Source: an optimization exercise on an open RTL-to-GDS flow (aim: small area and a short achievable clock period). Production flows keep margins and buffers that such runs may drop. No activity file was given, so power comes from the tool's default toggle rates.

fjord:
==> flow/design.v (excerpt) <==
module ModulatorFrontEnd(
	input SYMBOL_CLK,
	input RST,
	input [15:0] SUBCARRIER_INDEX,
	input [3:0] ALLOCATED_BIT_NUM,
	input [9:0] PARALLEL_BIT_IN,
	input PARALLEL_BIT_IN_VALID,
	output [27:0] DATA_OUT_RE,
	output [27:0] DATA_OUT_IM,
	output [15:0] DATA_OUT_INDEX,
	output DATA_OUT_VALID,
	output [27:0] DATA_OUT_RE_HER,
	output [27:0] DATA_OUT_IM_HER,
	output [15:0] DATA_OUT_INDEX_HER,
	output DATA_OUT_VALID_HER
);
wire [15:0] ix = SUBCARRIER_INDEX;
wire [3:0] nbx = ALLOCATED_BIT_NUM;
wire [9:2] bx = PARALLEL_BIT_IN[9:2];
wire vx = PARALLEL_BIT_IN_VALID;
wire [5:0] sl = ix[5:0];
wire en = ~|ix[15:6] & (sl[5] ? (sl[4] ? (sl[3] ? 1'b0 : (sl[2] ? 1'b0 : (sl[1] ? 1'b0 : 1'b1))) : 1'b1) : (sl[4] ? 1'b1 : (sl[3] ? 1'b1 : (sl[2] ? 1'b1 : (sl[1] ? (sl[0] ? 1'b1 : 1'b0) : 1'b0)))));
wire [3:0] nb = nbx;
wire [8:1] D;
assign D[1] = (nb == 4'd1);
assign D[2] = (nb == 4'd2);
assign D[3] = (nb == 4'd3);
assign D[4] = (nb == 4'd4);
assign D[5] = (nb == 4'd5);
assign D[6] = (nb == 4'd6);
assign D[7] = (nb == 4'd7);
assign D[8] = (nb == 4'd8);
  ...
clock: 4.5 ns
lec_check: 0
cap_margin: 20
core_margin: 2
core_utilization: 25
gpl_timing_driven: 0
setup_slack_margin: 1.8
slew_margin: 20
tns_end_percent: 100
standard.sh (not shown) runs the stock make flow with config.mk's settings and CLKGATE_MAP_FILE= SYNTH_SCRIPT=/design/flow/synth_recipe.tcl, a recipe that flattens the netlist after the stock synthesis.
==> flow/flow/run.sh <==
#!/bin/bash
# Own flow: synthesis with Yosys and the ABC script flow/synth.abc, then the standard flow's
# standard ORFS layout of that netlist. flow/tie_buffers.tcl replaces the
# flow's port buffering: buf_2 on each input, buf_1 on each output, and the
# constant outputs share one tie cell with a buf_1 of their own each (instead
# of a tie cell each). Timing repair only resizes gates and swaps pins
# (SETUP_MOVE_SEQUENCE), so a setup margin adds no buffers. Registers are
# named after the wires they drive, as the standard synthesis names them.
set -euo pipefail
W=$(pwd)
LIB=$FLOW_HOME/platforms/$FLOW_PLATFORM/lib/sky130_fd_sc_hd__tt_025C_1v80.lib
DU=$(cat "$W/flow/dont_use.txt" | sed "s/^/-dont_use /" | tr "\n" " ")
yosys -l "$W/own_synth.log" -p "read_verilog -defer $FLOW_DESIGN; hierarchy -top $FLOW_TOP; \
  synth -flatten -nofsm -noshare -top $FLOW_TOP; rename -wire; opt -purge; \
  dfflibmap -liberty $LIB $DU; opt; \
  abc -script $W/flow/synth.abc -liberty $LIB $DU; opt_clean -purge; \
  hilomap -singleton -hicell sky130_fd_sc_hd__conb_1 HI -locell sky130_fd_sc_hd__conb_1 LO; \
  splitnets; opt_clean -purge; rename -hide w:*\$func\$*; stat -liberty $LIB; \
  write_verilog -noattr -nohex -nodec $W/own_synth.v" > /dev/null
bash standard.sh SYNTH_NETLIST_FILES="$W/own_synth.v" \
  DONT_BUFFER_PORTS=1 \
  SETUP_MOVE_SEQUENCE=sizeup,swap SKIP_REPAIR_TIE_FANOUT=1 PRE_GLOBAL_PLACE_TCL="$W/flow/tie_buffers.tcl" \
  finish > "$W/standard.log" 2>&1
Other scripts of this flow, unchanged in this note and not shown: flow/flow/dont_use.txt, flow/flow/synth.abc, flow/flow/tie_buffers.tcl
Per the final summary, fjord finished and its layout is clean on timing, DRC and antenna.
### fjord -> violet
- SETUP_SLACK_MARGIN now 2.2, was 1.8
Results
sky130_fd_sc_hd__nor4_1 as the master of the slowest instance on the critical path was reported by fjord, and sky130_fd_sc_hd__a311oi_2 by violet. Compared with fjord, violet shows number of global-route vias before repair that has gone up slightly. violet against fjord: total power increased about 1.3%; count of clock-buffer cells in the layout essentially unchanged; worst-case headroom to the max-slew limit increased 24 points. [compare] base=fjord new=violet: setup slack of the critical path after layout saw an increase; global-route wire length before repair saw an increase; critical path depth saw a decrease; total non-filler cell area in the finished layout saw an increase; maximum frequency saw an increase. Taking fjord as the reference, in violet logic gate share of total power increased by 1.2 points relative to the old numbers; final routed wirelength across all metal layers increased by 1.6% relative to the old numbers.
No run of this note included a check of the RTL's function; only the layout flow was run.

## what the ideal ports hide
In the flow no input, the clock included, has a driving cell. The finished layouts below were timed again as built, in two steps.
Step 1 assumes that a clkbuf_16 drives the clock port and a buf_2 every other input.
Step 2 also shifts input and output timing later by t, the mid clock arrival at the registers, as if the neighbouring blocks saw the same clock.
Slacks: ideal ports / drivers / drivers and shift; pairs: ideal ports / drivers.
run | shift t [ns] | setup WS [ns] | worst setup path after step 2 | slew at the worst register clock pin (ns)
fjord | 0.362 | 1.928 / 1.940 / 1.577 | input to register | 0.05 / 0.05
violet | 0.359 | 2.187 / 2.201 / 1.842 | input to register | 0.05 / 0.05
After both steps setup and hold are still met in every run listed. The setup slack of fjord, which loses most, moves by +0.012 ns with the drivers and by -0.351 ns with both steps.
